Context: an optimization exercise on an open-source flow, tuned for small area. The choices shown serve that exercise and are no tape-out recipe.
At most, simulation tests tie the RTL to the original design; equivalence was not proved.
For runs 4 and 5, only the layout was checked, not whether the RTL still works.
Power is estimated from default activity; no workload was simulated. The flow treats the clock pin as an ideal source, which a real chip does not have.

**flow/config.mk**
```make
export PLATFORM = sky130hd
export DESIGN_NAME = cnn_top
export DESIGN_NICKNAME = cnn_top
export VERILOG_FILES = /design/flow/design.v
export SDC_FILE = /design/flow/constraint.sdc
export NUM_CORES = 4
export LEC_CHECK = 0
export CAP_MARGIN = 20
export CORE_MARGIN = 2
export CORE_UTILIZATION = 70
export CTS_BUF_LIST = sky130_fd_sc_hd__clkbuf_16
export CTS_CLUSTER_DIAMETER = 70
export CTS_CLUSTER_SIZE = 33
export SLEW_MARGIN = 20
export SYNTH_HIERARCHICAL = 1
export SYNTH_MINIMUM_KEEP_SIZE = 0
```
**flow/constraint.sdc**
```tcl
create_clock -name core_clock -period 5.5 [get_ports {clk}]
set_input_delay 1.1000 -clock core_clock [delete_from_list [all_inputs] [get_ports {clk}]]
set_output_delay 1.1000 -clock core_clock [all_outputs]
set_load 0.01 [all_outputs]
```
**flow/design.v**
```verilog
`timescale 1ns / 1ps
module sliding_window #(
    parameter int DATA_WIDTH = 8,
    parameter int IMG_WIDTH  = 28,
    parameter int DEPTH      = 2*IMG_WIDTH
)(
    input  logic                              clk,
    input  logic                              rst_n,
    input  logic                              i_valid,
    input  logic [DATA_WIDTH-1:0]             i_data,
    output logic                              o_ready,    
    output logic [DEPTH-1:0][DATA_WIDTH-1:0]  o_hist
);
    logic [DEPTH-1:0][DATA_WIDTH-1:0] hist;
    logic [4:0] x_cnt;       
    logic [1:0] y_cnt;       
    always_ff @(posedge clk) begin
        if (i_valid)
            hist <= {hist[DEPTH-2:0], i_data};
    end
    wire x_last = x_cnt[4] & x_cnt[3] & x_cnt[1] & x_cnt[0];    
    always_ff @(posedge clk or negedge rst_n) begin
        if (!rst_n) begin
            x_cnt <= '0;
            y_cnt <= '0;
        end else if (i_valid) begin
            if (x_last) begin
                x_cnt <= '0;
                if (!y_cnt[1]) y_cnt <= y_cnt + 2'd1;
            end else begin
                x_cnt <= x_cnt + 5'd1;
            end
        end
    end
    assign o_ready = y_cnt[1] & (x_cnt[4] | x_cnt[3] | x_cnt[2] | x_cnt[1]);
    assign o_hist  = hist;
endmodule
`timescale 1ns / 1ps
module conv_mac #(
    parameter int DATA_WIDTH = 8,
    parameter int IMG_WIDTH  = 28,
    parameter int DEPTH      = 2*IMG_WIDTH
)(
    input  logic                              clk,
    input  logic                              rst_n,
    input  logic                              i_beat,    
    input  logic                              i_valid,   
    input  logic [DATA_WIDTH-1:0]             i_px,
    input  logic [DEPTH-1:0][DATA_WIDTH-1:0]  i_hist,    
    output logic                              o_valid,
    output logic [11:0]                       o_result
);
    localparam int W = IMG_WIDTH;
    logic [7:0] p56, m0, m2, cn;
    assign p56 = i_hist[2*W-1];      
    assign m0  = i_hist[W-1];        
    assign m2  = i_hist[W+1];        
    assign cn  = ~i_hist[W];         
    logic [8:0] t0;
    assign t0 = 9'(i_px) + 9'(p56);
    logic [8:0] t1, t2;
    always_ff @(posedge clk)
        if (i_beat) begin
            t1 <= t0;
            t2 <= t1;
        end
    wire c_1, c_2;
    conv_fa u_fa0 (.a(t1[0]), .b(t2[0]), .c(m0[0]), .s(c_1), .co(c_2));
    wire c_3, c_4;
    conv_fa u_fa1 (.a(t1[1]), .b(t2[1]), .c(m0[1]), .s(c_3), .co(c_4));
    wire c_5, c_6;
    conv_ha u_ha0 (.a(m2[1]), .b(1'b1), .s(c_5), .co(c_6));
    wire c_7, c_8;
    conv_fa u_fa2 (.a(t1[2]), .b(t2[2]), .c(m0[2]), .s(c_7), .co(c_8));
    wire c_9, c_10;
    conv_fa u_fa3 (.a(m2[2]), .b(1'b1), .c(t0[2]), .s(c_9), .co(c_10));
    wire c_11, c_12;
    conv_fa u_fa4 (.a(t1[3]), .b(t2[3]), .c(m0[3]), .s(c_11), .co(c_12));
    wire c_13, c_14;
    conv_fa u_fa5 (.a(m2[3]), .b(cn[0]), .c(t0[3]), .s(c_13), .co(c_14));
    wire c_15, c_16;
    conv_fa u_fa6 (.a(t1[4]), .b(t2[4]), .c(m0[4]), .s(c_15), .co(c_16));
    wire c_17, c_18;
    conv_fa u_fa7 (.a(m2[4]), .b(cn[1]), .c(t0[4]), .s(c_17), .co(c_18));
    wire c_19, c_20;
    conv_fa u_fa8 (.a(t1[5]), .b(t2[5]), .c(m0[5]), .s(c_19), .co(c_20));
    wire c_21, c_22;
    conv_fa u_fa9 (.a(m2[5]), .b(cn[2]), .c(t0[5]), .s(c_21), .co(c_22));
    wire c_23, c_24;
    conv_fa u_fa10 (.a(t1[6]), .b(t2[6]), .c(m0[6]), .s(c_23), .co(c_24));
    wire c_25, c_26;
    conv_fa u_fa11 (.a(m2[6]), .b(cn[3]), .c(t0[6]), .s(c_25), .co(c_26));
    wire c_27, c_28;
    conv_fa u_fa12 (.a(t1[7]), .b(t2[7]), .c(m0[7]), .s(c_27), .co(c_28));
    wire c_29, c_30;
    conv_fa u_fa13 (.a(m2[7]), .b(cn[4]), .c(t0[7]), .s(c_29), .co(c_30));
    wire c_31, c_32;
    conv_fa u_fa14 (.a(t1[8]), .b(t2[8]), .c(cn[5]), .s(c_31), .co(c_32));
    wire c_33, c_34;
    conv_ha u_ha1 (.a(c_1), .b(m2[0]), .s(c_33), .co(c_34));
    wire c_35, c_36;
    conv_fa u_fa15 (.a(c_3), .b(c_5), .c(t0[1]), .s(c_35), .co(c_36));
    wire c_37, c_38;
    conv_fa u_fa16 (.a(c_7), .b(c_9), .c(c_4), .s(c_37), .co(c_38));
    wire c_39, c_40;
    conv_fa u_fa17 (.a(c_11), .b(c_13), .c(c_8), .s(c_39), .co(c_40));
    wire c_41, c_42;
    conv_fa u_fa18 (.a(c_15), .b(c_17), .c(c_12), .s(c_41), .co(c_42));
    wire c_43, c_44;
    conv_fa u_fa19 (.a(c_19), .b(c_21), .c(c_16), .s(c_43), .co(c_44));
    wire c_45, c_46;
    conv_fa u_fa20 (.a(c_23), .b(c_25), .c(c_20), .s(c_45), .co(c_46));
    wire c_47, c_48;
    conv_fa u_fa21 (.a(c_27), .b(c_29), .c(c_24), .s(c_47), .co(c_48));
    wire c_49, c_50;
    conv_fa u_fa22 (.a(c_31), .b(t0[8]), .c(c_28), .s(c_49), .co(c_50));
    wire c_51, c_52;
    conv_ha u_ha2 (.a(c_33), .b(1'b1), .s(c_51), .co(c_52));
    wire c_53, c_54;
    conv_fa u_fa23 (.a(c_35), .b(c_2), .c(c_34), .s(c_53), .co(c_54));
    wire c_55, c_56;
    conv_fa u_fa24 (.a(c_37), .b(c_6), .c(c_36), .s(c_55), .co(c_56));
    wire c_57, c_58;
    conv_fa u_fa25 (.a(c_39), .b(c_10), .c(c_38), .s(c_57), .co(c_58));
    wire c_59, c_60;
    conv_fa u_fa26 (.a(c_41), .b(c_14), .c(c_40), .s(c_59), .co(c_60));
    wire c_61, c_62;
    conv_fa u_fa27 (.a(c_43), .b(c_18), .c(c_42), .s(c_61), .co(c_62));
    wire c_63, c_64;
    conv_fa u_fa28 (.a(c_45), .b(c_22), .c(c_44), .s(c_63), .co(c_64));
    wire c_65, c_66;
    conv_fa u_fa29 (.a(c_47), .b(c_26), .c(c_46), .s(c_65), .co(c_66));
    wire c_67, c_68;
    conv_fa u_fa30 (.a(c_49), .b(c_30), .c(c_48), .s(c_67), .co(c_68));
    wire c_69, c_70;
    conv_fa u_fa31 (.a(cn[6]), .b(c_32), .c(c_50), .s(c_69), .co(c_70));
    logic [6:0] lo_sum;
    logic lo_carry;
    wire lc_0;
    conv_ha u_ha3 (.a(c_51), .b(t0[0]), .s(lo_sum[0]), .co(lc_0));
    wire lc_1;
    conv_fa u_fa32 (.a(c_53), .b(c_52), .c(lc_0), .s(lo_sum[1]), .co(lc_1));
    wire lc_2;
    conv_fa u_fa33 (.a(c_55), .b(c_54), .c(lc_1), .s(lo_sum[2]), .co(lc_2));
    wire lc_3;
    conv_fa u_fa34 (.a(c_57), .b(c_56), .c(lc_2), .s(lo_sum[3]), .co(lc_3));
    wire lc_4;
    conv_fa u_fa35 (.a(c_59), .b(c_58), .c(lc_3), .s(lo_sum[4]), .co(lc_4));
    wire lc_5;
    conv_fa u_fa36 (.a(c_61), .b(c_60), .c(lc_4), .s(lo_sum[5]), .co(lc_5));
    wire lc_6;
    conv_fa u_fa37 (.a(c_63), .b(c_62), .c(lc_5), .s(lo_sum[6]), .co(lc_6));
    assign lo_carry = lc_6;
    logic [6:0] lo_r;
    logic [4:0] ha_r, hb_r;
    logic hc_in;
    always_ff @(posedge clk) begin
        lo_r  <= lo_sum;
        hc_in <= lo_carry;
        ha_r  <= {1'b1, cn[7], c_69, c_67, c_65};
        hb_r  <= {1'b0, c_70, c_68, c_66, c_64};
    end
    logic [4:0] hi_sum;
    wire hc_0;
    conv_fa u_fa38 (.a(ha_r[0]), .b(hb_r[0]), .c(hc_in), .s(hi_sum[0]), .co(hc_0));
    wire hc_1;
    conv_fa u_fa39 (.a(ha_r[1]), .b(hb_r[1]), .c(hc_0), .s(hi_sum[1]), .co(hc_1));
    wire hc_2;
    conv_fa u_fa40 (.a(ha_r[2]), .b(hb_r[2]), .c(hc_1), .s(hi_sum[2]), .co(hc_2));
    wire hc_3;
    conv_fa u_fa41 (.a(ha_r[3]), .b(hb_r[3]), .c(hc_2), .s(hi_sum[3]), .co(hc_3));
    assign hi_sum[4] = ha_r[4] ^ hb_r[4] ^ hc_3;
    assign o_result = ~{hi_sum, lo_r};
    always_ff @(posedge clk or negedge rst_n)
        if (!rst_n) o_valid <= 1'b0;
        else        o_valid <= i_valid;
endmodule
module conv_fa (
    input  logic a, b, c,
    output logic s, co
);
    assign s  = a ^ b ^ c;
    assign co = (a & b) | (a & c) | (b & c);
endmodule
module conv_ha (
    input  logic a, b,
    output logic s, co
);
    assign s  = a ^ b;
    assign co = a & b;
endmodule
`timescale 1ns / 1ps
module cnn_top #(
    parameter int DATA_WIDTH = 8,
    parameter int OUT_WIDTH  = 32,
    parameter int IMG_WIDTH  = 28
)(
    input  logic                   clk,
    input  logic                   rst_n,
    input  logic [DATA_WIDTH-1:0]  s_axis_tdata,
    input  logic                   s_axis_tvalid,
    output logic                   s_axis_tready,
    output logic [OUT_WIDTH-1:0]   m_axis_tdata,
    output logic                   m_axis_tvalid,
    input  logic                   m_axis_tready,
    output logic                   m_axis_tlast
);
    localparam int DEPTH = 2*IMG_WIDTH;
    logic                              win_ready;
    logic [DEPTH-1:0][DATA_WIDTH-1:0]  hist;
    logic [11:0]                       result;
    assign s_axis_tready = 1'b1;
    assign m_axis_tlast  = 1'b0;
    sliding_window #(
        .DATA_WIDTH(DATA_WIDTH),
        .IMG_WIDTH(IMG_WIDTH),
        .DEPTH(DEPTH)
    ) u_sliding_window (
        .clk(clk),
        .rst_n(rst_n),
        .i_valid(s_axis_tvalid),
        .i_data(s_axis_tdata),
        .o_ready(win_ready),
        .o_hist(hist)
    );
    conv_mac #(
        .DATA_WIDTH(DATA_WIDTH),
        .IMG_WIDTH(IMG_WIDTH),
        .DEPTH(DEPTH)
    ) u_conv_mac (
        .clk(clk),
        .rst_n(rst_n),
        .i_beat(s_axis_tvalid),
        .i_valid(s_axis_tvalid & win_ready),
        .i_px(s_axis_tdata),
        .i_hist(hist),
        .o_valid(m_axis_tvalid),
        .o_result(result)
    );
    assign m_axis_tdata = {{(OUT_WIDTH-12){result[11]}}, result};
endmodule
```
**flow/flow/run.sh**
```bash
#!/bin/bash
# Standard layout (standard.sh: the ORFS flow, synthesis unchanged), with
# clock tree synthesis told not to add dummy loads and to use a small buffer
# at the root of the clock tree, and the smallest buffer on
# the ports.
set -euo pipefail
export CTS_ARGS="-sink_clustering_enable -repair_clock_nets -buf_list sky130_fd_sc_hd__clkbuf_16 -sink_clustering_size 33 -sink_clustering_max_diameter 70 -dont_use_dummy_load -root_buf sky130_fd_sc_hd__clkbuf_4"
export BUFFER_PORTS_ARGS="-buffer_cell sky130_fd_sc_hd__buf_1"
bash standard.sh > standard.log 2>&1
```
**flow/standard.sh**
```bash
#!/bin/bash
# synth_recipe.tcl (not shown) runs the flow's synth.tcl, then flattens the netlist and writes it again
# the make line also repeats each setting of config.mk as NAME=value (left out here)
make -C /OpenROAD-flow-scripts/flow DESIGN_CONFIG=/design/flow/config.mk WORK_HOME=/design/flow/orfs CLKGATE_MAP_FILE= SYNTH_SCRIPT=/design/flow/synth_recipe.tcl "${@:-finish}"
```
==> notes.md, run 1 <==
Placer Congestion 0.795; fill cell count 1239; routed wire length 18300 µm; # DRC 0; Final Max Slew Viols 0; Synth Instances 646; nets 765; yosys warns 8; Post-Syn Area per Cell 25.0 µm²; drt via density 5.62; post-CTS setup buffer count 0; metal2 WL 7790 µm; share of async-settable or async-resettable flops after synthesis 0.0163; antenna violations before repair 1; Tcrit/Tclk final 0.918; post-route setup slack 454 ps; share of layout cells above drive strength 1 0.0489; Multi-input gate area 1390 µm²; final hold violations 0; Seq/Total Area, Yosys 0.899; clock-pin slew on the worst setup and hold paths 110 ps; clock sink count 490; synthesized flop and latch total 490; Crit Path Max Fanout 2; via count 5509; Die Width 156 µm; flop-to-flop setup slack 550 ps; CTS tree yes; vias in the first global route 5167; Clock Path Buffers 3; cell area after layout 17000 µm²; initial DRC count 467; Die H 156 µm; CTS Buf Count 19; initial core utilization 0.713; top layer in use met4; Routed Antenna Nets 0; RSZ-0062 raised after global routing false; CTS Hold Bufs 0; dpl hpwl 9670 µm; Req. time, crit path 6110 ps; Post-synth top flop edfxtp_1; final setup TNS 0 ps; worst hold path type input port to async pin; Cell variety after synth 33; global route overflow 0; worst hold slack 257 ps; Worst setup EP type flip-flop; Post-Place Setup Slack -344 ps; first-pass GRT wire length 28400 µm; Maximum Capacitance Violations 0; clock latency on the worst-skew pair 730 ps; PortBufs 43; outcome no timing/DRC/antenna violations; VDD IR max 0.267 mV; Pleak 5.81 nW; clk_skew 51.7 ps; largest net degree at the start of global routing 166; FF+latch area 14500 µm²; # resized after CTS 0; Worst setup SP type input port; routed length on met3 518 µm; Core Util, Final 0.753; Setup CP Type input port to flip-flop; fmax 0.198 GHz; Least-Margin Pin Slew 853 ps; Max-Slew Margin vs Limit 0.431; DR pass1 iterations 6; Syn-to-layout area delta 5.52%; Core Footprint 22600 µm²; DRT met1 WL 9600 µm; setup violators final 0; Final min period 5050 ps; GRT Resource Usage Total 0.153; die area 24300 µm²; row cnt 55; Synth Cell Area 16100 µm²; Worst EP arrival 5660 ps; I/O pin count 47; Post-synth EDFFs 466; Cell Pwr Density 401 nW/µm²; placed inst area 16600 µm²; DR WL/cell 18.6 µm; root buf cell clkbuf_4; H-Tree Depth 1
## critical path, stage by stage
cell    delay [ps]
buf_1          110
ha_1           260
fa_1           410
xor2_1         230
fa_1           470
fa_1           510
fa_1           520
fa_1           440
fa_1           390
fa_1           380
fa_1           390
fa_1           440
## per-module statistics from Yosys (local to each module, per instance), excerpt
module | flops+latches | cells inside | times used | cell area, µm²
conv_fa | 0 | 1 | 42 | 20.0
cnn_top | 0 | 25 | 1 | 179
conv_ha | 0 | 1 | 4 | 12.5
## state kept, by name, summed over array words and instances, names as in the netlist
register / flops
u_conv_mac.ha_r: 4
u_sliding_window.y_cnt: 2
u_sliding_window.hist: 448
u_conv_mac.hb_r: 4
u_conv_mac.t2: 9
u_conv_mac.hc_in: 1
u_conv_mac.t1: 9
u_conv_mac.o_valid: 1
u_conv_mac.lo_r: 7
u_sliding_window.x_cnt: 5
## cells in the mapped netlist, types with 2 or more instances
library cell,number,area (µm²)
a21oi_1,6,30.0
nand2_1,5,18.8
and3_2,2,15.0
nor2_1,6,22.5
conb_1,3,11.3
a311o_1,2,20.0
dfxtp_1,16,320
ha_1,13,163
inv_1,21,78.8
nor2b_1,3,18.8
o21ai_0,2,10.0
a21o_1,3,22.5
buf_4,23,173
xnor2_1,2,17.5
edfxtp_1,466,14000
nor3_1,2,10.0
dfrtp_1,8,200
nand3_1,2,10.0
xor2_1,5,43.8
fa_1,43,861
## stage by stage
| step | power (W) | std cells |
|---|---|---|
| after global routing | 0.00716 | 981 |
| after CTS | 0.00693 | 980 |
| after global placement | 0.00544 | 961 |
| final | 0.00684 | 981 |
| after floorplan | 0.00520 | 648 |
| after detailed placement | 0.00546 | 961 |
## cell usage in the layout (no fill, tap or decap), drive strengths merged, types with 3 or more instances in the layout
master / instances
nor3: 3
conb: 5
dfrtp: 8
nand2: 5
buf: 50
nand3: 3
fa: 43
dfxtp: 16
edfxtp: 466
o21ai: 3
ha: 13
a21o: 3
nor2: 6
xor2: 5
nor2b: 3
a21oi: 6
inv: 22
clkbuf: 20
## layout make-up
type / count / share of cell area
Antenna cell: 1 / 0.000147
Tap cell: 285 / 0.0209
Multi-Input combinational cell: 113 / 0.0813
Timing Repair Buffer: 51 / 0.0162
Clock buffer: 19 / 0.0248
Inverter: 22 / 0.00485
Sequential cell: 490 / 0.852
## worst paths after layout
check / startpoint / endpoint / cells after the start
max reg2reg: u_sliding_window.hist[440] / u_conv_mac.lo_r[6] / 11
min: rst_n / u_sliding_window.x_cnt[2] / 1
min in group core_clock: u_sliding_window.hist[179] / u_sliding_window.hist[187] / 0
max in group asynchronous: rst_n / u_sliding_window.y_cnt[0] / 1
max: s_axis_tdata[0] / u_conv_mac.lo_r[6] / 12
min reg2reg: u_sliding_window.hist[179] / u_sliding_window.hist[187] / 0
## per-layer routing
metal | vias up | track usage
met5 | - | 0
met4 | 0 | 0.0380
met3 | 28 | 0.0236
met2 | 85 | 0.210
met1 | 2870 | 0.267
li1 | 2526 | -
## where the power goes
group | internal, W | leakage (nW) | switching [W]
registers | 0.00441 | 4.80 | 0.000125
logic | 0.000326 | 0.803 | 0.000499
clock network | 0.000542 | 0.211 | 0.000938
## logic make-up after synthesis
family          count (synthesis)  synth area share
flops                         490             0.899
compound gates                 19           0.00821
buf+inv                        45            0.0158
xor+xnor                        7           0.00380
fa+ha+maj                      56            0.0634
simple gates                   24           0.00790
other cells                     3          0.000697
mux                             2           0.00132
==> run 2, diff against run 1 <==
==> flow/flow/run.sh (replaced) <==
#!/bin/bash
# Standard layout (standard.sh: the ORFS flow, synthesis unchanged), with
# clock tree synthesis told not to add dummy loads and to use a small buffer
# at the root of the clock tree, and the smallest buffer on
# the ports.
set -euo pipefail
export CTS_ARGS="-sink_clustering_enable -repair_clock_nets -buf_list sky130_fd_sc_hd__clkbuf_16 -sink_clustering_size 36 -sink_clustering_max_diameter 70 -dont_use_dummy_load -root_buf sky130_fd_sc_hd__clkbuf_4"
export BUFFER_PORTS_ARGS="-buffer_cell sky130_fd_sc_hd__buf_1"
bash standard.sh > standard.log 2>&1
--- a/flow/config.mk
+++ b/flow/config.mk
@@ -12,3 +12,3 @@
 export CTS_CLUSTER_DIAMETER = 70
-export CTS_CLUSTER_SIZE = 33
+export CTS_CLUSTER_SIZE = 36
 export SLEW_MARGIN = 20
==> run 2 against run 1 <==
Largest power group unchanged. Count of clock-buffer cells in the layout stayed put. Highest routed layer unchanged. Fmax hardly changed. Register-to-register slack is essentially flat.
==> notes.md, run 2 <==
PortBufs 43 (unchanged); Top reg by flops u_sliding_window.hist; row cnt 55 (unchanged); Post-synth top flop edfxtp_1; first-pass GRT wire length 28500 µm (+0.14%); Core Footprint 22600 µm² (unchanged); count leader, synth edfxtp_1; Worst EP arrival 5660 ps (about the same); Setup CP Type input port to flip-flop; Synth top area share 0.867 (unchanged); Final min period 5040 ps (-4.87 ps); DR WL/cell 18.5 µm (-0.67%); setup violators final 0 (unchanged); R2R Path End u_conv_mac.lo_r[6]; worst stage delay on the critical path 520 ps (about the same); Synth Instances 646 (unchanged); cell depth of the worst flop-to-flop path 11 (unchanged); routed wire length 18200 µm (-0.67%); Tcrit/Tclk final 0.917 (about the same); synthesized flop and latch total 490 (unchanged); antenna violations before repair 1 (unchanged); clk_skew 52.9 ps (+1.24 ps); Maximum Capacitance Violations 0 (unchanged); GRT Resource Usage Total 0.153 (about the same); CP max-delay cell fa_1; max reg flops 448 (unchanged); Die H 156 µm (unchanged); CP cell instances buf_1 -> ha_1 -> fa_1 -> xor2_1 -> fa_1 -> fa_1 -> fa_1 -> fa_1 -> fa_1 -> fa_1 -> fa_1 -> fa_1; clock latency on the worst-skew pair 740 ps (about the same); vias in the first global route 5185 (+0.35%); via count 5448 (-1.1%); yosys warns 8 (unchanged); Clock Path Buffers 3 (unchanged); Final Power 0.00683 W (-0.14%); Syn-to-layout area delta 5.52% (unchanged); flop-to-flop setup slack 540 ps (about the same); worst hold path type input port to async pin; dpl hpwl 9670 µm (unchanged); Routed Antenna Nets 0 (unchanged); die area 24300 µm² (unchanged); clock-pin slew on the worst setup and hold paths 120 ps (about the same); initial DRC count 419 (-10%); Yosys top cell by area edfxtp_1; Post-Syn Area per Cell 25.0 µm² (unchanged); Post-Place Setup Slack -344 ps (unchanged); Final Max Slew Viols 0 (unchanged); largest net degree at the start of global routing 166 (unchanged); VDD IR max 0.319 mV (+19%); Crit Path Max Fanout 2 (unchanged); kind of cell adding the most delay to the critical path adder cells; share of layout cells above drive strength 1 0.0489 (unchanged); final hold violations 0 (unchanged); CTS Hold Bufs 0 (unchanged); H-Tree Depth 1 (unchanged); Worst setup EP type flip-flop; Placer Congestion 0.795 (unchanged); Seq/Total Area, Yosys 0.899 (unchanged); DR pass1 iterations 5 (-1); share of async-settable or async-resettable flops after synthesis 0.0163 (unchanged); leading cell type in the layout, fill and taps excluded edfxtp_1; clock sink count 490 (unchanged); nets 765 (unchanged); Largest regs u_sliding_window.hist x448, u_conv_mac.t1 x9, u_conv_mac.t2 x9; Synth Cell Area 16100 µm² (unchanged); Cell Pwr Density 401 nW/µm² (-0.14%); CTS tree yes; reg-to-reg critical path startpoint u_sliding_window.hist[440]; initial core utilization 0.713 (unchanged); fmax 0.198 GHz (about the same); Synth area leaders edfxtp_1 (87%), fa_1 (5.3%), dfxtp_1 (2.0%); global route overflow 0 (unchanged); I/O pin count 47 (unchanged); Cell variety after synth 33 (unchanged); post-CTS setup buffer count 0 (unchanged); root buf cell clkbuf_4; Pleak 5.81 nW (unchanged); Req. time, crit path 6110 ps (about the same); Worst setup SP type input port; fin cells 981 (unchanged); drt via density 5.55 (-1.1%); outcome no timing/DRC/antenna violations; # resized after CTS 0 (unchanged); RSZ-0062 raised after global routing false; Die Width 156 µm (unchanged); Post-synth EDFFs 466 (unchanged); most frequent cells in the layout edfxtp_1 (466), fa_1 (43), buf_1 (42); CP dominant cell by count fa_1; synth cell count leaders edfxtp_1 (466), fa_1 (43), buf_4 (23); post-route setup slack 459 ps (+4.87 ps); CTS Buf Count 19 (unchanged); Core Util, Final 0.753 (unchanged); DP Cell Count 961 (unchanged); Least-Margin Pin Slew 859 ps (+6.30 ps); Max-Slew Margin vs Limit 0.427 (-0.00420); # DRC 0 (unchanged); Bufs and invs on worst path 1 (unchanged)
[run 2: cell counts in the layout (fill, tap and decap cells not counted)]
No cell type changed its count.
[run 2: routing by layer]
| metal | GRT usage | routed length (µm) | vias up |
|---|---|---|---|
| met2 | 0.212 | 7820 | 84 |
| li1 | - | - | 2524 |
| met5 | 0 | 0 | - |
| met3 | 0.0244 | 553 | 29 |
| met4 | 0.0393 | 425 | 0 |
| met1 | 0.264 | 9380 | 2811 |
[run 2: final cells by class]
class,instances,area [µm²]
Timing Repair Buffer,51,275
Inverter,22,82.6
Tap cell,285,357
Sequential cell,490,14500
Antenna cell,1,2.50
Multi-Input combinational cell,113,1390
Clock buffer,19,423
Fill cell,1234,5600
[run 2: power breakdown]
| part | switching [W] | leakage (nW) | internal (W) |
|---|---|---|---|
| logic | 0.000498 | 0.803 | 0.000325 |
| clock network | 0.000931 | 0.211 | 0.000541 |
| registers | 0.000126 | 4.80 | 0.00441 |
[run 2: stage by stage]
| step | cell area [µm²] | hold slack [ps] | setup TNS [ps] |
|---|---|---|---|
| after CTS | 17000 | 199 | 0 |
| after global placement | 16600 | 403 | -516 |
| after detailed placement | 16600 | 405 | -605 |
| final | 17000 | 248 | 0 |
| after floorplan | 16200 | 397 | 0 |
| after global routing | 17000 | 243 | 0 |
[run 2: how the worst max path moves through the flow]
stage / cells past startpoint / endpoint / startpoint
global route: 12 / u_conv_mac.lo_r[6] / s_axis_tdata[0]
finish: 12 / u_conv_mac.lo_r[6] / s_axis_tdata[0]
detailed placement: 12 / u_conv_mac.lo_r[6] / s_axis_tdata[0]
CTS: 12 / u_conv_mac.lo_r[6] / s_axis_tdata[0]
floorplan: 11 / u_conv_mac.lo_r[6] / s_axis_tdata[0]
global placement: 12 / u_conv_mac.lo_r[6] / s_axis_tdata[0]
[run 2: Yosys stat by module, one instance, submodules excluded, a selection]
module   cell area, µm²  flops+latches  copies in the design  cells
conv_ha            12.5              0                     4      1
cnn_top             179              0                     1     25
conv_fa            20.0              0                    42      1
[run 2: logic make-up (layout without fill, tap and decap cells)]
family,count (synthesis),count (layout),share of synthesized area
flip-flops,490,490,0.899
adder cells (fa/ha/maj),56,56,0.0634
buffers and inverters,45,92,0.0158
AND/OR/NAND/NOR,24,24,0.00790
AO/OA/AOI/OAI,19,19,0.00821
XOR/XNOR,7,7,0.00380
other,3,6,0.000697
multiplexers,2,2,0.00132
==> run 3, diff against run 2 <==
--- a/flow/design.v
+++ b/flow/design.v
@@ -59,3 +59,12 @@
     logic [8:0] t0;
-    assign t0 = 9'(i_px) + 9'(p56);
+    wire [7:0] r;
+    conv_ha u_t0_0 (.a(i_px[0]), .b(p56[0]), .s(t0[0]), .co(r[0]));
+    conv_fa u_t0_1 (.a(i_px[1]), .b(p56[1]), .c(r[0]), .s(t0[1]), .co(r[1]));
+    conv_fa u_t0_2 (.a(i_px[2]), .b(p56[2]), .c(r[1]), .s(t0[2]), .co(r[2]));
+    conv_fa u_t0_3 (.a(i_px[3]), .b(p56[3]), .c(r[2]), .s(t0[3]), .co(r[3]));
+    conv_fa u_t0_4 (.a(i_px[4]), .b(p56[4]), .c(r[3]), .s(t0[4]), .co(r[4]));
+    conv_fa u_t0_5 (.a(i_px[5]), .b(p56[5]), .c(r[4]), .s(t0[5]), .co(r[5]));
+    conv_fa u_t0_6 (.a(i_px[6]), .b(p56[6]), .c(r[5]), .s(t0[6]), .co(r[6]));
+    conv_fa u_t0_7 (.a(i_px[7]), .b(p56[7]), .c(r[6]), .s(t0[7]), .co(r[7]));
+    assign t0[8] = r[7];
     logic [8:0] t1, t2;
==> run 3 against run 2 <==
Still clean on timing, DRC and antenna. Combinational power decreased by 2%. Non-clock buffer count down 2. Via count down 3.9%. Worst hold slack better by 6.1 ps. Sequential share of layout area increased by 0.93 points. Synthesized area decreased by 1.1%. Clock power about the same. Register-to-register slack got worse by 50 ps. Count of clock-buffer cells in the layout unchanged. Clock skew is 13 ps higher. Routed wire length decreased by 1.9%. Fmax decreased by 1.8%. Largest power group unchanged. Highest routed layer unchanged.
==> notes.md, run 3 <==
outcome no timing/DRC/antenna violations; Post-synth top flop edfxtp_1; Cell variety after synth 23 (-30%); worst hold slack 254 ps (+6.06 ps); placed inst area 16400 µm² (-1.1%); kind of cell adding the most delay to the critical path adder cells; GRT Resource Usage Total 0.155 (+0.00163); initial DRC count 394 (-6.0%); share of async-settable or async-resettable flops after synthesis 0.0163 (unchanged); Tcrit/Tclk final 0.933 (+0.0167); clock sink count 490 (unchanged); clock-pin slew on the worst setup and hold paths 120 ps (about the same); most frequent cells in the layout edfxtp_1 (466), fa_1 (43), buf_1 (42); synthesized flop and latch total 490 (unchanged); VDD IR max 0.344 mV (+7.9%); post-route setup slack 366 ps (-92.1 ps); post-CTS setup buffer count 0 (unchanged); via count 5235 (-3.9%); global route overflow 0 (unchanged); H-Tree Depth 1 (unchanged); Largest regs u_sliding_window.hist x448, u_conv_mac.t1 x9, u_conv_mac.t2 x9; count leader, synth edfxtp_1; CTS Hold Bufs 0 (unchanged); Post-Place Setup Slack -384 ps (-40.2 ps); Seq/Total Area, Yosys 0.909 (+0.00964); DR pass1 iterations 5 (unchanged); Synth Instances 612 (-5.3%); Bufs and invs on worst path 1 (unchanged); drt via density 5.54 (-0.25%); CP max-delay cell fa_2; CTS tree yes; I/O pin count 47 (unchanged); Post-synth EDFFs 466 (unchanged); Least-Margin Pin Slew 866 ps (+6.54 ps); CTS Buf Count 19 (unchanged); Max-Slew Margin vs Limit 0.423 (-0.00436); initial core utilization 0.710 (-0.00326); Core Footprint 22500 µm² (-0.61%); Worst path depth 12 (unchanged); root buf cell clkbuf_4; CP startpoint s_axis_tdata[0]; CP cell instances buf_1 -> ha_1 -> fa_1 -> fa_1 -> fa_2 -> fa_1 -> fa_1 -> fa_1 -> fa_2 -> fa_2 -> fa_2 -> fa_1; Synth area leaders edfxtp_1 (88%), fa_1 (6.1%), dfxtp_1 (2.0%); Synth Cell Area 16000 µm² (-1.1%); clock latency on the worst-skew pair 730 ps (about the same); Syn-to-layout area delta 5.51% (about the same); Post-Syn Area per Cell 26.1 µm² (+4.4%); setup violators final 0 (unchanged); worst hold path type input port to async pin; Die Width 155 µm (-0.52%); cell area after layout 16900 µm² (-1.1%); Crit Path Max Fanout 2 (unchanged); die area 24000 µm² (-1.0%); leading cell type in the layout, fill and taps excluded edfxtp_1; largest net degree at the start of global routing 141 (-15%); yosys warns 8 (unchanged); R2R Path End u_conv_mac.lo_r[6]; PortBufs 43 (unchanged); final setup TNS 0 ps (unchanged); Clock Path Buffers 3 (unchanged); max reg flops 448 (unchanged); antenna violations before repair 1 (unchanged); # DRC 0 (unchanged); final hold violations 0 (unchanged); Worst EP arrival 5730 ps (+70 ps); Req. time, crit path 6100 ps (about the same); CP dominant cell by count fa_1; Final min period 5130 ps (+92.1 ps); routed wire length 17800 µm (-1.9%); Core Util, Final 0.749 (-0.00357); cell depth of the worst flop-to-flop path 11 (unchanged); Setup CP Type input port to flip-flop; Worst setup EP type flip-flop; reg-to-reg critical path startpoint u_sliding_window.hist[440]; Worst setup SP type input port; DR WL/cell 18.9 µm (+1.8%); Die H 155 µm (-0.52%); vias in the first global route 5206 (+0.41%); clk_skew 66.0 ps (+13.1 ps); Final Max Slew Viols 0 (unchanged); Pleak 5.69 nW (-2.0%); Synth top area share 0.876 (+0.00930); Cell Pwr Density 404 nW/µm² (+0.69%); share of layout cells above drive strength 1 0.0561 (+0.00722); # resized after CTS 0 (unchanged); Routed Antenna Nets 0 (unchanged); Placer Congestion 0.753 (-5.2%); dpl hpwl 9880 µm (+2.1%); RSZ-0062 raised after global routing false; flop-to-flop setup slack 490 ps (-50 ps); Yosys top cell by area edfxtp_1; nets 728 (-4.8%); fmax 0.195 GHz (-1.8%); first-pass GRT wire length 28500 µm (about the same); Top reg by flops u_sliding_window.hist; synth cell count leaders edfxtp_1 (466), fa_1 (49), buf_4 (23); crit path to u_conv_mac.lo_r[6]; Maximum Capacitance Violations 0 (unchanged); worst stage delay on the critical path 570 ps (+50 ps); row cnt 55 (unchanged)
## run 3: changes by cell type after synthesis, moves of 3 or more
cell     previous run  this run
nand2_1             5         2
ha_1               13         6
fa_1               43        49
a21oi_1             6         1
## run 3: final cells by class
cell class | count | area (µm²)
multi-input cells | 82 | 1240
diodes | 1 | 2.50
clock buffers | 19 | 423
fillers | 1228 | 5650
flip-flops and latches | 490 | 14500
repair buffers | 49 | 248
well taps | 285 | 357
inverters | 19 | 71.3
## run 3: routing by layer
layer / track usage / routed length (µm)
met4: 0.0353 / 378
met3: 0.0237 / 485
met5: 0 / 0
met2: 0.226 / 8110
met1: 0.259 / 8850
## run 3: worst min path at each step
stage                                 end  cells past startpoint
5_1_grt         u_sliding_window.x_cnt[0]                      1
4_1_cts         u_sliding_window.y_cnt[1]                      1
3_5_place_dp   u_sliding_window.hist[101]                      0
2_1_floorplan          u_conv_mac.ha_r[3]                      1
6_report               u_conv_mac.o_valid                      1
3_3_place_gp   u_sliding_window.hist[215]                      0
## run 3: Yosys stat by module (local to each module, per instance), excerpt
module   times used  area (µm²)  cells
conv_ha           5        12.5      1
conv_fa          49        20.0      1
cnn_top           1         179     25
## run 3: metrics by stage
step	power [W]	std cells
2_1_floorplan	0.00517	614
3_3_place_gp	0.00540	925
3_5_place_dp	0.00546	925
4_1_cts	0.00692	944
5_1_grt	0.00713	945
6_report	0.00680	945
## run 3: report_power, final
group / total (W) / leakage [nW] / internal, W / switching [W]
sequential: 0.00454 / 4.80 / 0.00441 / 0.000126
clock: 0.00146 / 0.211 / 0.000540 / 0.000917
combinational: 0.000810 / 0.686 / 0.000326 / 0.000485
## run 3: kinds of logic (layout without fill, tap and decap cells)
logic type,after synthesis,in the layout,synth area share
other,3,6,0.000705
XOR/XNOR,3,3,0.00165
multiplexers,1,1,0.000705
flip-flops,490,490,0.909
buffers and inverters,42,87,0.0153
AND/OR/NAND/NOR,12,12,0.00439
adder cells (fa/ha/maj),55,55,0.0661
AO/OA/AOI/OAI,6,6,0.00266
==> run 4, diff against run 3 <==
--- a/flow/design.v
+++ b/flow/design.v
@@ -145,3 +145,3 @@
     conv_fa u_fa31 (.a(cn[6]), .b(c_32), .c(c_50), .s(c_69), .co(c_70));
-    logic [6:0] lo_sum;
+    logic [9:0] lo_sum;
     logic lo_carry;
@@ -161,5 +161,11 @@
     conv_fa u_fa37 (.a(c_63), .b(c_62), .c(lc_5), .s(lo_sum[6]), .co(lc_6));
-    assign lo_carry = lc_6;
-    logic [6:0] lo_r;
-    logic [4:0] ha_r, hb_r;
+    wire lc_7;
+    conv_fa u_fa38 (.a(c_65), .b(c_64), .c(lc_6), .s(lo_sum[7]), .co(lc_7));
+    wire lc_8;
+    conv_fa u_fa39 (.a(c_67), .b(c_66), .c(lc_7), .s(lo_sum[8]), .co(lc_8));
+    wire lc_9;
+    conv_fa u_fa40 (.a(c_69), .b(c_68), .c(lc_8), .s(lo_sum[9]), .co(lc_9));
+    assign lo_carry = lc_9;
+    logic [9:0] lo_r;
+    logic [1:0] ha_r, hb_r;
     logic hc_in;
@@ -168,15 +174,9 @@
         hc_in <= lo_carry;
-        ha_r  <= {1'b1, cn[7], c_69, c_67, c_65};
-        hb_r  <= {1'b0, c_70, c_68, c_66, c_64};
+        ha_r  <= {1'b1, cn[7]};
+        hb_r  <= {1'b0, c_70};
     end
-    logic [4:0] hi_sum;
+    logic [1:0] hi_sum;
     wire hc_0;
-    conv_fa u_fa38 (.a(ha_r[0]), .b(hb_r[0]), .c(hc_in), .s(hi_sum[0]), .co(hc_0));
-    wire hc_1;
-    conv_fa u_fa39 (.a(ha_r[1]), .b(hb_r[1]), .c(hc_0), .s(hi_sum[1]), .co(hc_1));
-    wire hc_2;
-    conv_fa u_fa40 (.a(ha_r[2]), .b(hb_r[2]), .c(hc_1), .s(hi_sum[2]), .co(hc_2));
-    wire hc_3;
-    conv_fa u_fa41 (.a(ha_r[3]), .b(hb_r[3]), .c(hc_2), .s(hi_sum[3]), .co(hc_3));
-    assign hi_sum[4] = ha_r[4] ^ hb_r[4] ^ hc_3;
+    conv_fa u_fa41 (.a(ha_r[0]), .b(hb_r[0]), .c(hc_in), .s(hi_sum[0]), .co(hc_0));
+    assign hi_sum[1] = ha_r[1] ^ hb_r[1] ^ hc_0;
     assign o_result = ~{hi_sum, lo_r};
==> run 4 against run 3 <==
Clock power hardly changed. Critical path depth is 3 higher. Highest routed layer unchanged. Now fails the layout checks on negative setup slack. Largest power group unchanged. Cell area hardly changed. Global-route usage hardly changed. Count of clock-buffer cells in the layout stayed put. Routed wire length is 0.54% higher. Flip-flop and latch count is 3 lower. Combinational power is 5.7% higher.
==> notes.md, run 4 <==
cell area after layout 16900 µm² (about the same); Post-Syn Area per Cell 26.1 µm² (+0.11%); Synth area leaders edfxtp_1 (88%), fa_1 (6.2%), dfxtp_1 (1.6%); via count 5177 (-1.1%); CTS Buf Count 19 (unchanged); Least-Margin Pin Slew 1060 ps (+197 ps); Routed Antenna Nets 0 (unchanged); clock-pin slew on the worst setup and hold paths 120 ps (about the same); Cell Pwr Density 404 nW/µm² (about the same); Die Width 155 µm (-0.18%); Seq/Total Area, Yosys 0.908 (about the same); first-pass GRT wire length 28400 µm (-0.27%); Die H 155 µm (-0.18%); outcome failed layout checks; worst hold slack 259 ps (+4.58 ps); post-route setup slack -559 ps (-926 ps); vias in the first global route 5168 (-0.73%); initial core utilization 0.707 (-0.00267); layout check faults negative setup slack; H-Tree Depth 1 (unchanged); clk_skew 53.6 ps (-12.5 ps); R2R Path End u_conv_mac.lo_r[9]; Clock Path Buffers 3 (unchanged); Placer Congestion 0.741 (-1.6%); Final Max Slew Viols 0 (unchanged); setup violators final 3 (+3); yosys warns 8 (unchanged); DR WL/cell 19.0 µm (+0.75%); flop-to-flop setup slack -510 ps (-1000 ps); Pleak 5.68 nW (-0.24%); max reg flops 448 (unchanged); Syn-to-layout area delta 5.98%; placed inst area 16400 µm² (about the same); root buf cell clkbuf_4; Worst EP arrival 6730 ps (+1000 ps); Req. time, crit path 6170 ps (+70 ps); Worst setup EP type flip-flop; Setup CP Type input port to flip-flop; Final min period 6060 ps (+926 ps); Tcrit/Tclk final 1.10 (+0.168); dpl hpwl 9840 µm (-0.42%); antenna violations before repair 1 (unchanged); PortBufs 43 (unchanged); clock sink count 487 (-0.61%); crit path to u_conv_mac.lo_r[9]; count leader, synth edfxtp_1; routed wire length 17900 µm (+0.54%); Maximum Capacitance Violations 0 (unchanged); synthesized flop and latch total 487 (-0.61%); largest net degree at the start of global routing 88 (-38%); # DRC 0 (unchanged); Largest regs u_sliding_window.hist x448, u_conv_mac.lo_r x10; Synth Cell Area 15900 µm² (-0.38%); Crit Path Max Fanout 2 (unchanged); Worst setup SP type input port; clock latency on the worst-skew pair 720 ps (about the same); Synth Instances 609 (-0.49%); leading cell type in the layout, fill and taps excluded edfxtp_1; cell depth of the worst flop-to-flop path 14 (+3); synth cell count leaders edfxtp_1 (466), fa_1 (49), buf_4 (23); I/O pin count 47 (unchanged); row cnt 55 (unchanged); reg-to-reg critical path startpoint u_sliding_window.hist[440]; Yosys top cell by area edfxtp_1; most frequent cells in the layout edfxtp_1 (466), buf_1 (41), fa_1 (35); CP startpoint s_axis_tdata[0]; RSZ-0062 raised after global routing true; nets 726 (-0.27%); Post-synth top flop edfxtp_1; Cell variety after synth 23 (unchanged); Top reg by flops u_sliding_window.hist; Synth top area share 0.879 (+0.00331); Max-Slew Margin vs Limit 0.291 (-0.132); worst hold path type input port to async pin; Core Footprint 22500 µm² (unchanged); final hold violations 0 (unchanged); drt via density 5.49 (-0.90%); final setup TNS -1180 ps (-1180 ps); Post-synth EDFFs 466 (unchanged); DR pass1 iterations 4 (-1); fmax 0.165 GHz (-15%); global route overflow 0 (unchanged); VDD IR max 0.269 mV (-22%); share of layout cells above drive strength 1 0.0731 (+0.0169); initial DRC count 434 (+10%); share of async-settable or async-resettable flops after synthesis 0.0164 (+0.000101); GRT Resource Usage Total 0.155 (about the same); die area 24000 µm² (-0.37%); CTS tree yes
run 4: cell count changes after synthesis:
cell	before	now
dfxtp_1	16	13
run 4: kinds of logic after synthesis:
logic type / Yosys count / share of synthesized area
AO/OA/AOI/OAI: 6 / 0.00267
XOR/XNOR: 3 / 0.00165
adder cells (fa/ha/maj): 55 / 0.0664
buffers and inverters: 42 / 0.0153
flip-flops: 487 / 0.908
multiplexers: 1 / 0.000707
other: 3 / 0.000707
AND/OR/NAND/NOR: 12 / 0.00440
run 4: critical path, stage by stage:
cell	delay, ps
buf_6	100
ha_4	150
fa_2	330
fa_2	360
fa_2	560
fa_1	450
fa_1	570
fa_1	450
fa_2	370
fa_2	350
fa_2	360
fa_2	350
fa_2	340
fa_2	350
fa_2	540
run 4: worst min-delay path by stage:
| stage | startpoint | end | slack (ps) | cells past startpoint |
|---|---|---|---|---|
| detailed placement | u_sliding_window.hist[103] | u_sliding_window.hist[111] | 400 | 0 |
| global route | rst_n | u_conv_mac.o_valid | 240 | 1 |
| finish | rst_n | u_conv_mac.o_valid | 260 | 1 |
| CTS | rst_n | u_conv_mac.o_valid | 220 | 1 |
| global placement | u_sliding_window.hist[290] | u_sliding_window.hist[298] | 410 | 0 |
| floorplan | u_sliding_window.hist[231] | u_conv_mac.ha_r | 400 | 1 |
run 4: timing repair:
item / 4_1_cts / 5_1_grt
endpoints found under the setup margin: 3 / 3
gates resized for setup: 3 / 0
pin swaps: 6 / 0
hold buffers: 0 / 0
setup buffers: 0 / 0
run 4: routing by layer:
layer / GRT usage / wire length, µm / up-vias
li1: - / - / 2372
met1: 0.263 / 9020 / 2706
met2: 0.223 / 8020 / 77
met3: 0.0244 / 531 / 22
met4: 0.0317 / 346 / 0
met5: 0 / 0 / -
run 4: per-stage QoR:
stage | setup slack [ps] | power (W) | cells | util
3_3_place_gp | -1250 | 0.00536 | 923 | 0.730
3_5_place_dp | -1380 | 0.00545 | 923 | 0.730
6_report | -559 | 0.00681 | 943 | 0.750
2_1_floorplan | -978 | 0.00511 | 611 | -
5_1_grt | -624 | 0.00713 | 943 | 0.750
4_1_cts | -555 | 0.00690 | 942 | 0.749
run 4: area by class of cell:
type	instances	area, µm²
Clock buffer	19	423
Multi-Input combinational cell	82	1270
Antenna cell	1	2.50
Tap cell	285	357
Sequential cell	487	14500
Timing Repair Buffer	50	288
Fill cell	1236	5640
Inverter	19	71.3
run 4: where the power goes:
group	internal [W]	total (W)	switching [W]
Combinational	0.000371	0.000856	0.000485
Clock	0.000540	0.00145	0.000912
Sequential	0.00438	0.00450	0.000118
run 4: per-module statistics from Yosys, one instance, submodules excluded, a selection:
module   cells  cell area, µm²  flip-flops and latches  copies in the design
cnn_top     25             179                       0                     1
conv_fa      1            20.0                       0                    49
conv_ha      1            12.5                       0                     5
==> run 5, diff against run 4 <==
--- a/flow/design.v
+++ b/flow/design.v
@@ -145,3 +145,3 @@
     conv_fa u_fa31 (.a(cn[6]), .b(c_32), .c(c_50), .s(c_69), .co(c_70));
-    logic [9:0] lo_sum;
+    logic [8:0] lo_sum;
     logic lo_carry;
@@ -165,7 +165,5 @@
     conv_fa u_fa39 (.a(c_67), .b(c_66), .c(lc_7), .s(lo_sum[8]), .co(lc_8));
-    wire lc_9;
-    conv_fa u_fa40 (.a(c_69), .b(c_68), .c(lc_8), .s(lo_sum[9]), .co(lc_9));
-    assign lo_carry = lc_9;
-    logic [9:0] lo_r;
-    logic [1:0] ha_r, hb_r;
+    assign lo_carry = lc_8;
+    logic [8:0] lo_r;
+    logic [2:0] ha_r, hb_r;
     logic hc_in;
@@ -174,9 +172,11 @@
         hc_in <= lo_carry;
-        ha_r  <= {1'b1, cn[7]};
-        hb_r  <= {1'b0, c_70};
+        ha_r  <= {1'b1, cn[7], c_69};
+        hb_r  <= {1'b0, c_70, c_68};
     end
-    logic [1:0] hi_sum;
+    logic [2:0] hi_sum;
     wire hc_0;
-    conv_fa u_fa41 (.a(ha_r[0]), .b(hb_r[0]), .c(hc_in), .s(hi_sum[0]), .co(hc_0));
-    assign hi_sum[1] = ha_r[1] ^ hb_r[1] ^ hc_0;
+    conv_fa u_fa40 (.a(ha_r[0]), .b(hb_r[0]), .c(hc_in), .s(hi_sum[0]), .co(hc_0));
+    wire hc_1;
+    conv_fa u_fa41 (.a(ha_r[1]), .b(hb_r[1]), .c(hc_0), .s(hi_sum[1]), .co(hc_1));
+    assign hi_sum[2] = ha_r[2] ^ hb_r[2] ^ hc_1;
     assign o_result = ~{hi_sum, lo_r};
==> run 5 against run 4 <==
Cell count up 0.42%. Largest power group unchanged. Critical path type unchanged. Cell area up 0.11%. Total power up 0.21%. Clock power up 3%. Fmax up 6.9%. Still fails the layout checks on negative setup slack. Global-route usage about the same. Non-clock buffer count down 2.
==> notes.md, run 5 <==
Core Footprint 22500 µm² (unchanged); clock latency on the worst-skew pair 750 ps (+30 ps); share of async-settable or async-resettable flops after synthesis 0.0164 (-0.0000337); dpl hpwl 9840 µm (about the same); final setup TNS -200 ps (+983 ps); Tcrit/Tclk final 1.03 (-0.0711); FF+latch area 14500 µm² (+0.14%); most frequent cells in the layout edfxtp_1 (466), buf_1 (41), fa_1 (36); share of layout cells above drive strength 1 0.0700 (-0.00304); placed inst area 16400 µm² (about the same); Post-synth top flop edfxtp_1; initial DRC count 373 (-14%); final hold violations 0 (unchanged); VDD IR max 0.325 mV (+21%); Final Power 0.00682 W (+0.21%); Seq/Total Area, Yosys 0.908 (about the same); Die H 155 µm (about the same); Final Max Slew Viols 0 (unchanged); CP dominant cell by count fa_2; DR WL/cell 19.1 µm (+0.42%); max reg flops 448 (unchanged); Worst setup EP type flip-flop; Synth top area share 0.878 (-0.00110); Top reg by flops u_sliding_window.hist; Max-Slew Margin vs Limit 0.293 (+0.00130); vias in the first global route 5093 (-1.5%); CTS tree yes; GRT Resource Usage Total 0.155 (+0.000469); fill cell count 1222 (-1.1%); antenna violations before repair 1 (unchanged); synth cell count leaders edfxtp_1 (466), fa_1 (49), buf_4 (23); root buf cell clkbuf_4; worst stage delay on the critical path 540 ps (-30 ps); post-CTS setup buffer count 0 (unchanged); worst hold path type input port to async pin; count leader, synth edfxtp_1; Synth area leaders edfxtp_1 (88%), fa_1 (6.2%), dfxtp_1 (1.8%); first-pass GRT wire length 28500 µm (+0.22%); Pleak 5.68 nW (about the same); Cell variety after synth 23 (unchanged); post-route setup slack -168 ps (+391 ps); initial core utilization 0.708 (+0.000890); GRT Max-Usage Layer met1; leading cell type in the layout, fill and taps excluded edfxtp_1; nets 726 (unchanged); CP max-delay cell fa_2; Post-synth EDFFs 466 (unchanged); Placer Congestion 0.789 (+6.4%); cell area after layout 16900 µm² (+0.11%); met1 Use GR 0.265 (+0.00137); # DRC 0 (unchanged); outcome failed layout checks; Final min period 5670 ps (-391 ps); clock sink count 488 (+0.21%); I/O pin count 47 (unchanged); Worst EP arrival 6360 ps (-370 ps); Setup CP Type input port to flip-flop; CTS Buf Count 20 (+1); CTS Hold Bufs 0 (unchanged); Cell Pwr Density 404 nW/µm² (about the same); Clock Path Buffers 3 (unchanged); routed wire length 18100 µm (+0.85%); Least-Margin Pin Slew 1060 ps (-1.95 ps); Crit Path Max Fanout 2 (unchanged); clk_skew 61.8 ps (+8.18 ps); Die Width 155 µm (about the same); layout check faults negative setup slack; via count 5183 (+0.12%); Maximum Capacitance Violations 0 (unchanged); Sw Share 0.222 (about the same); Synth Instances 610 (+0.16%); clock-pin slew on the worst setup and hold paths 110 ps (about the same); largest net degree at the start of global routing 131 (+49%); Syn-to-layout area delta 5.97% (about the same); CP cell instances clkbuf_2 -> ha_4 -> fa_2 -> fa_2 -> fa_2 -> fa_1 -> fa_1 -> fa_1 -> fa_2 -> fa_2 -> fa_2 -> fa_2 -> fa_2 -> fa_2; DR pass1 iterations 4 (unchanged); sequential power share 0.662 (about the same); RSZ-0062 raised after global routing true; Multi-input gate area 1270 µm² (-0.20%); Synth Cell Area 15900 µm² (+0.13%); fmax 0.176 GHz (+6.9%); Post-Place Setup Slack -984 ps (+397 ps); routing usage on met2 0.222 (-0.000779); switching pwr 0.00152 W (+0.15%); Int Power 0.00530 W (+0.22%); Yosys top cell by area edfxtp_1; Bufs and invs on worst path 1 (unchanged); Routed Antenna Nets 0 (unchanged); setup violators final 2 (-1); Worst setup SP type input port; drt via density 5.47 (-0.31%); yosys warns 8 (unchanged); Post-Syn Area per Cell 26.1 µm² (about the same); Req. time, crit path 6190 ps (+20 ps); M3 GR Usage 0.0245 (+0.000136); global route overflow 0 (unchanged); row cnt 55 (unchanged); Comb power frac 0.119 (-0.007); kind of cell adding the most delay to the critical path adder cells; clock power share 0.219 (+0.006); H-Tree Depth 1 (unchanged); synthesized flop and latch total 488 (+0.21%); PortBufs 43 (unchanged); die area 24000 µm² (+0.12%)
run 5: logic make-up (layout without fill, tap and decap cells):
family | Yosys count | after routing | synth area share
multiplexers | 1 | 1 | 0.000707
adder cells (fa/ha/maj) | 55 | 55 | 0.0663
buffers and inverters | 42 | 87 | 0.0153
AND/OR/NAND/NOR | 12 | 12 | 0.00440
XOR/XNOR | 3 | 3 | 0.00165
flip-flops | 488 | 488 | 0.908
AO/OA/AOI/OAI | 6 | 6 | 0.00267
other | 3 | 10 | 0.000707
run 5: layer usage:
| layer | wire length [µm] | share of wire |
|---|---|---|
| met5 | 0 | 0 |
| met1 | 9110 | 0.50 |
| met3 | 485 | 0.027 |
| met4 | 349 | 0.019 |
| met2 | 8120 | 0.45 |
run 5: final timing paths:
check / start / end / slack [ps] / cells after the start
setup reg to reg: u_sliding_window.hist[440] / u_conv_mac.lo_r[8] / -140 / 13
min in group core_clock: u_sliding_window.hist[140] / u_sliding_window.hist[148] / 360 / 0
setup / recovery: s_axis_tdata[0] / u_conv_mac.lo_r[8] / -170 / 14
hold reg to reg: u_sliding_window.hist[140] / u_sliding_window.hist[148] / 360 / 0
hold / removal: rst_n / u_conv_mac.o_valid / 270 / 1
max in group asynchronous: rst_n / u_sliding_window.y_cnt[0] / 4930 / 1
run 5: layout make-up:
type,instances,area share
inverter,19,0.00422
timing repair buffer,48,0.0150
tap,285,0.0211
antenna,5,0.000741
multi-input combinational,82,0.0752
clock buffer,20,0.0265
sequential,488,0.857
run 5: metrics by stage:
step                hold slack (ps)  instances  utilization
finish                          268        947        0.750
global route                    246        947        0.750
detailed placement              405        922        0.730
floorplan                       397        612            -
CTS                             222        942        0.750
global placement                405        922        0.730
run 5: what timing repair did:
action / 4_1_cts / 5_1_grt
cloned: 0 / 0
endpoints found under the setup margin: 2 / 2
resized for setup: 0 / 1
run 5: worst register-to-register path, delay by kind of cell, from the launching register on:
family | cells | cell delay (ps)
DFF | 1 | 440
adders and majority gates | 13 | 5150
run 5: power groups by stage:
stage / Combinational, W / Sequential, W / Clock, W
2_1_floorplan: 0.000597 / 0.00455 / 0
3_3_place_gp: 0.000782 / 0.00459 / 0
3_5_place_dp: 0.000838 / 0.00460 / 0
4_1_cts: 0.000836 / 0.00452 / 0.00157
5_1_grt: 0.000923 / 0.00455 / 0.00167
6_report: 0.000810 / 0.00452 / 0.00149
run 5: per-module statistics from Yosys, one instance, submodules excluded, a selection:
module | cells inside | flip-flops and latches | copies in the design | area (µm²)
conv_ha | 1 | 0 | 5 | 12.5
conv_fa | 1 | 0 | 49 | 20.0
cnn_top | 25 | 0 | 1 | 179
==> run 6, diff against run 5 <==
--- a/flow/design.v
+++ b/flow/design.v
@@ -145,3 +145,3 @@
     conv_fa u_fa31 (.a(cn[6]), .b(c_32), .c(c_50), .s(c_69), .co(c_70));
-    logic [8:0] lo_sum;
+    logic [7:0] lo_sum;
     logic lo_carry;
@@ -163,7 +163,5 @@
     conv_fa u_fa38 (.a(c_65), .b(c_64), .c(lc_6), .s(lo_sum[7]), .co(lc_7));
-    wire lc_8;
-    conv_fa u_fa39 (.a(c_67), .b(c_66), .c(lc_7), .s(lo_sum[8]), .co(lc_8));
-    assign lo_carry = lc_8;
-    logic [8:0] lo_r;
-    logic [2:0] ha_r, hb_r;
+    assign lo_carry = lc_7;
+    logic [7:0] lo_r;
+    logic [3:0] ha_r, hb_r;
     logic hc_in;
@@ -172,11 +170,13 @@
         hc_in <= lo_carry;
-        ha_r  <= {1'b1, cn[7], c_69};
-        hb_r  <= {1'b0, c_70, c_68};
+        ha_r  <= {1'b1, cn[7], c_69, c_67};
+        hb_r  <= {1'b0, c_70, c_68, c_66};
     end
-    logic [2:0] hi_sum;
+    logic [3:0] hi_sum;
     wire hc_0;
-    conv_fa u_fa40 (.a(ha_r[0]), .b(hb_r[0]), .c(hc_in), .s(hi_sum[0]), .co(hc_0));
+    conv_fa u_fa39 (.a(ha_r[0]), .b(hb_r[0]), .c(hc_in), .s(hi_sum[0]), .co(hc_0));
     wire hc_1;
-    conv_fa u_fa41 (.a(ha_r[1]), .b(hb_r[1]), .c(hc_0), .s(hi_sum[1]), .co(hc_1));
-    assign hi_sum[2] = ha_r[2] ^ hb_r[2] ^ hc_1;
+    conv_fa u_fa40 (.a(ha_r[1]), .b(hb_r[1]), .c(hc_0), .s(hi_sum[1]), .co(hc_1));
+    wire hc_2;
+    conv_fa u_fa41 (.a(ha_r[2]), .b(hb_r[2]), .c(hc_1), .s(hi_sum[2]), .co(hc_2));
+    assign hi_sum[3] = ha_r[3] ^ hb_r[3] ^ hc_2;
     assign o_result = ~{hi_sum, lo_r};
--- a/flow/config.mk
+++ b/flow/config.mk
@@ -7,3 +7,3 @@
 export LEC_CHECK = 0
-export CAP_MARGIN = 20
+export CAP_MARGIN = 0
 export CORE_MARGIN = 2
@@ -13,3 +13,3 @@
 export CTS_CLUSTER_SIZE = 36
-export SLEW_MARGIN = 20
+export SLEW_MARGIN = 0
 export SYNTH_HIERARCHICAL = 1
==> run 6 against run 5 <==
Now clean on timing, DRC and antenna. Die area increased by 0.12%. Cell count down 0.53%. Synthesized area up 0.13%. Global-route usage shrank 0.59 points. Routed wire length fell by 3.7%. Critical path depth decreased by 1. Fmax rose by 5.7%. Core utilization is 0.25 points lower. Sequential share of layout area increased by 0.41 points. Via count barely moved.
==> notes.md, run 6 <==
Crit Path Max Fanout 2 (unchanged); Cell Pwr Density 401 nW/µm² (-0.61%); Post-Place Setup Slack -627 ps (+357 ps); final hold violations 0 (unchanged); Sw Share 0.224 (+0.00142); drt via density 5.51 (+0.59%); post-route setup slack 135 ps (+303 ps); Syn-to-layout area delta 5.48%; clock power share 0.211 (-0.008); Worst setup EP type flip-flop; Int Power 0.00524 W (-1.1%); GRT Resource Usage Total 0.149 (-0.00594); synth cell count leaders edfxtp_1 (466), fa_1 (49), buf_4 (23); Core Footprint 22500 µm² (unchanged); Synth area leaders edfxtp_1 (88%), fa_1 (6.1%), dfxtp_1 (1.9%); initial DRC count 411 (+10%); Die Width 155 µm (about the same); Cell variety after synth 23 (unchanged); # DRC 0 (unchanged); Top reg by flops u_sliding_window.hist; vias in the first global route 5096 (+0.059%); switching pwr 0.00151 W (-0.31%); fmax 0.186 GHz (+5.7%); CTS Buf Count 18 (-10%); CP startpoint s_axis_tdata[0]; global route overflow 0 (unchanged); cell depth of the worst flop-to-flop path 12 (-1); die area 24000 µm² (+0.12%); routed wire length 17400 µm (-3.7%); clk_skew 62.4 ps (+0.659 ps); setup violators final 0 (-2); Setup CP Type input port to flip-flop; most frequent cells in the layout edfxtp_1 (466), buf_1 (42), fa_1 (37); largest net degree at the start of global routing 151 (+15%); Yosys top cell by area edfxtp_1; DR pass1 iterations 6 (+2); row cnt 55 (unchanged); DR WL/cell 18.5 µm (-3.1%); clock sink count 489 (+0.20%); Maximum Capacitance Violations 0 (unchanged); clock latency on the worst-skew pair 730 ps (-20 ps); share of async-settable or async-resettable flops after synthesis 0.0164 (-0.0000335); clock-pin slew on the worst setup and hold paths 120 ps (about the same); Pleak 5.66 nW (-0.40%); via count 5186 (+0.058%); synthesized flop and latch total 489 (+0.20%); PortBufs 43 (unchanged); Tcrit/Tclk final 0.975 (-0.0552); final setup TNS 0 ps (+200 ps); reg-to-reg critical path startpoint u_sliding_window.hist[440]; first-pass GRT wire length 27400 µm (-3.6%); Die H 155 µm (about the same); count leader, synth edfxtp_1; post-CTS setup buffer count 0 (unchanged); RSZ-0062 raised after global routing false; Comb power frac 0.120 (about the same); Synth Cell Area 16000 µm² (+0.13%); flop-to-flop setup slack 240 ps (+380 ps); I/O pin count 47 (unchanged); Max-Slew Margin vs Limit 0.513 (+0.221); CTS Hold Bufs 0 (unchanged); Largest regs u_sliding_window.hist x448, u_conv_mac.t1 x9, u_conv_mac.t2 x9; Post-Syn Area per Cell 26.1 µm² (about the same); antenna violations before repair 1 (unchanged); share of layout cells above drive strength 1 0.0640 (-0.00599); # resized after CTS 0 (unchanged); nets 725 (-0.14%); initial core utilization 0.709 (+0.000890); sequential power share 0.670 (+0.008); max reg flops 448 (unchanged); Final Power 0.00676 W (-0.94%); Worst EP arrival 6030 ps (-330 ps); VDD IR max 0.449 mV (+38%); Post-synth EDFFs 466 (unchanged); H-Tree Depth 1 (unchanged); Seq/Total Area, Yosys 0.908 (about the same); Final min period 5360 ps (-303 ps); R2R Path End u_conv_mac.lo_r[7]; dpl hpwl 9330 µm (-5.2%); CTS tree yes; Post-synth top flop edfxtp_1; Final Max Slew Viols 0 (unchanged); leading cell type in the layout, fill and taps excluded edfxtp_1; Synth Instances 611 (+0.16%); Placer Congestion 0.718 (-9.0%); Routed Antenna Nets 0 (unchanged); Synth top area share 0.877 (-0.00110); yosys warns 8 (unchanged); Worst setup SP type input port; outcome no timing/DRC/antenna violations; Least-Margin Pin Slew 730 ps (-331 ps); root buf cell clkbuf_4; worst hold path type input port to async pin; Req. time, crit path 6170 ps (-20 ps); Clock Path Buffers 3 (unchanged); crit path to u_conv_mac.lo_r[7]
## run 6: cell families (layout without fill, tap and decap cells)
| family | Yosys count | count (layout) | synth area share |
|---|---|---|---|
| AOI/OAI and AO/OA | 6 | 6 | 0.00267 |
| xor gates and xnor gates | 3 | 3 | 0.00165 |
| adders and majority gates | 55 | 55 | 0.0662 |
| buffers and inverters | 42 | 85 | 0.0153 |
| DFF | 489 | 489 | 0.908 |
| muxes | 1 | 1 | 0.000706 |
| other | 3 | 6 | 0.000706 |
| and+or+nand+nor | 12 | 12 | 0.00439 |
## run 6: metal layers
metal | share of wire | GRT usage | vias to the layer above
met5 | 0 | 0 | -
met4 | 0.021 | 0.0388 | 0
met3 | 0.031 | 0.0226 | 19
met1 | 0.51 | 0.252 | 2704
li1 | - | - | 2383
met2 | 0.44 | 0.214 | 80
## run 6: cell type report
cell class / instances / area [µm²]
Antenna cell: 1 / 2.50
Sequential cell: 489 / 14500
Inverter: 19 / 71.3
Tap cell: 285 / 357
Timing Repair Buffer: 48 / 240
Multi-Input combinational cell: 82 / 1270
Clock buffer: 18 / 398
Fill cell: 1203 / 5670
## run 6: worst min-delay path by stage
| stage | start | end | depth (start not counted) |
|---|---|---|---|
| floorplan | u_sliding_window.hist[231] | u_conv_mac.ha_r[2] | 1 |
| global placement | u_sliding_window.hist[439] | u_sliding_window.hist[447] | 0 |
| detailed placement | u_sliding_window.hist[93] | u_sliding_window.hist[101] | 0 |
| CTS | rst_n | u_sliding_window.y_cnt[0] | 1 |
| global route | rst_n | u_sliding_window.y_cnt[0] | 1 |
| finish | rst_n | u_sliding_window.y_cnt[0] | 1 |
## run 6: power groups by stage
stage | Clock [W] | Combinational (W) | Sequential (W)
2_1_floorplan | 0 | 0.000609 | 0.00456
4_1_cts | 0.00149 | 0.000839 | 0.00453
6_report | 0.00143 | 0.000808 | 0.00452
3_5_place_dp | 0 | 0.000836 | 0.00460
3_3_place_gp | 0 | 0.000793 | 0.00460
5_1_grt | 0.00159 | 0.000941 | 0.00456
## run 6: stage by stage
step	instance area, µm²	hold WS (ps)	std cells	util
finish	16800	257	942	0.748
global route	16800	222	942	0.748
CTS	16800	195	941	0.748
detailed placement	16400	405	923	0.730
global placement	16400	404	923	0.730
floorplan	16000	397	613	-
## run 6: critical path, stage by stage
cell   delay, ps
buf_1        130
ha_4         190
fa_2         330
fa_2         350
fa_2         350
fa_2         550
fa_1         440
fa_1         520
fa_1         450
fa_2         400
fa_2         350
fa_2         350
fa_2         520
## run 6: modules after synthesis, one instance, submodules excluded, a selection
module | flops+latches | times used | cells | area [µm²]
conv_fa | 0 | 49 | 1 | 20.0
cnn_top | 0 | 1 | 25 | 179
conv_ha | 0 | 5 | 1 | 12.5

-- re-timing with driven ports --
How much do the figures lean on ideal ports? The routed layouts below were timed once more, with nothing changed but the port constraints. Step 1 (the two cells are an assumption about what drives the block):
set clk [get_ports {clk}]
set_driving_cell -lib_cell sky130_fd_sc_hd__clkbuf_16 $clk
set_driving_cell -lib_cell sky130_fd_sc_hd__buf_2 [delete_from_list [all_inputs] $clk]
Step 2 moves the port delays by t, midway between the first and last clock arrival at a register: inputs arrive t later, outputs are due t later. That takes back most of the time a late clock gives input paths. a / b / c = no drivers / after step 1 / after step 2; a / b = the first two.
run	t, ns	slack for setup (ns)	cell pins on the clock port's net
run 1	0.747	0.454 / 0.474 / -0.273	1
run 2	0.756	0.459 / 0.480 / -0.276	1
run 3	0.738	0.366 / 0.387 / -0.351	1
run 4	0.736	-0.559 / -0.553 / -1.289	1
run 5	0.764	-0.168 / -0.149 / -0.913	1
run 6	0.740	0.135 / 0.154 / -0.586	1
With both steps, setup timing fails in run 1, run 2, run 3 and run 6, where it was met with ideal ports. For run 5, which loses most, drivers alone change the setup slack by +0.019 ns; drivers and shift together by -0.745 ns.
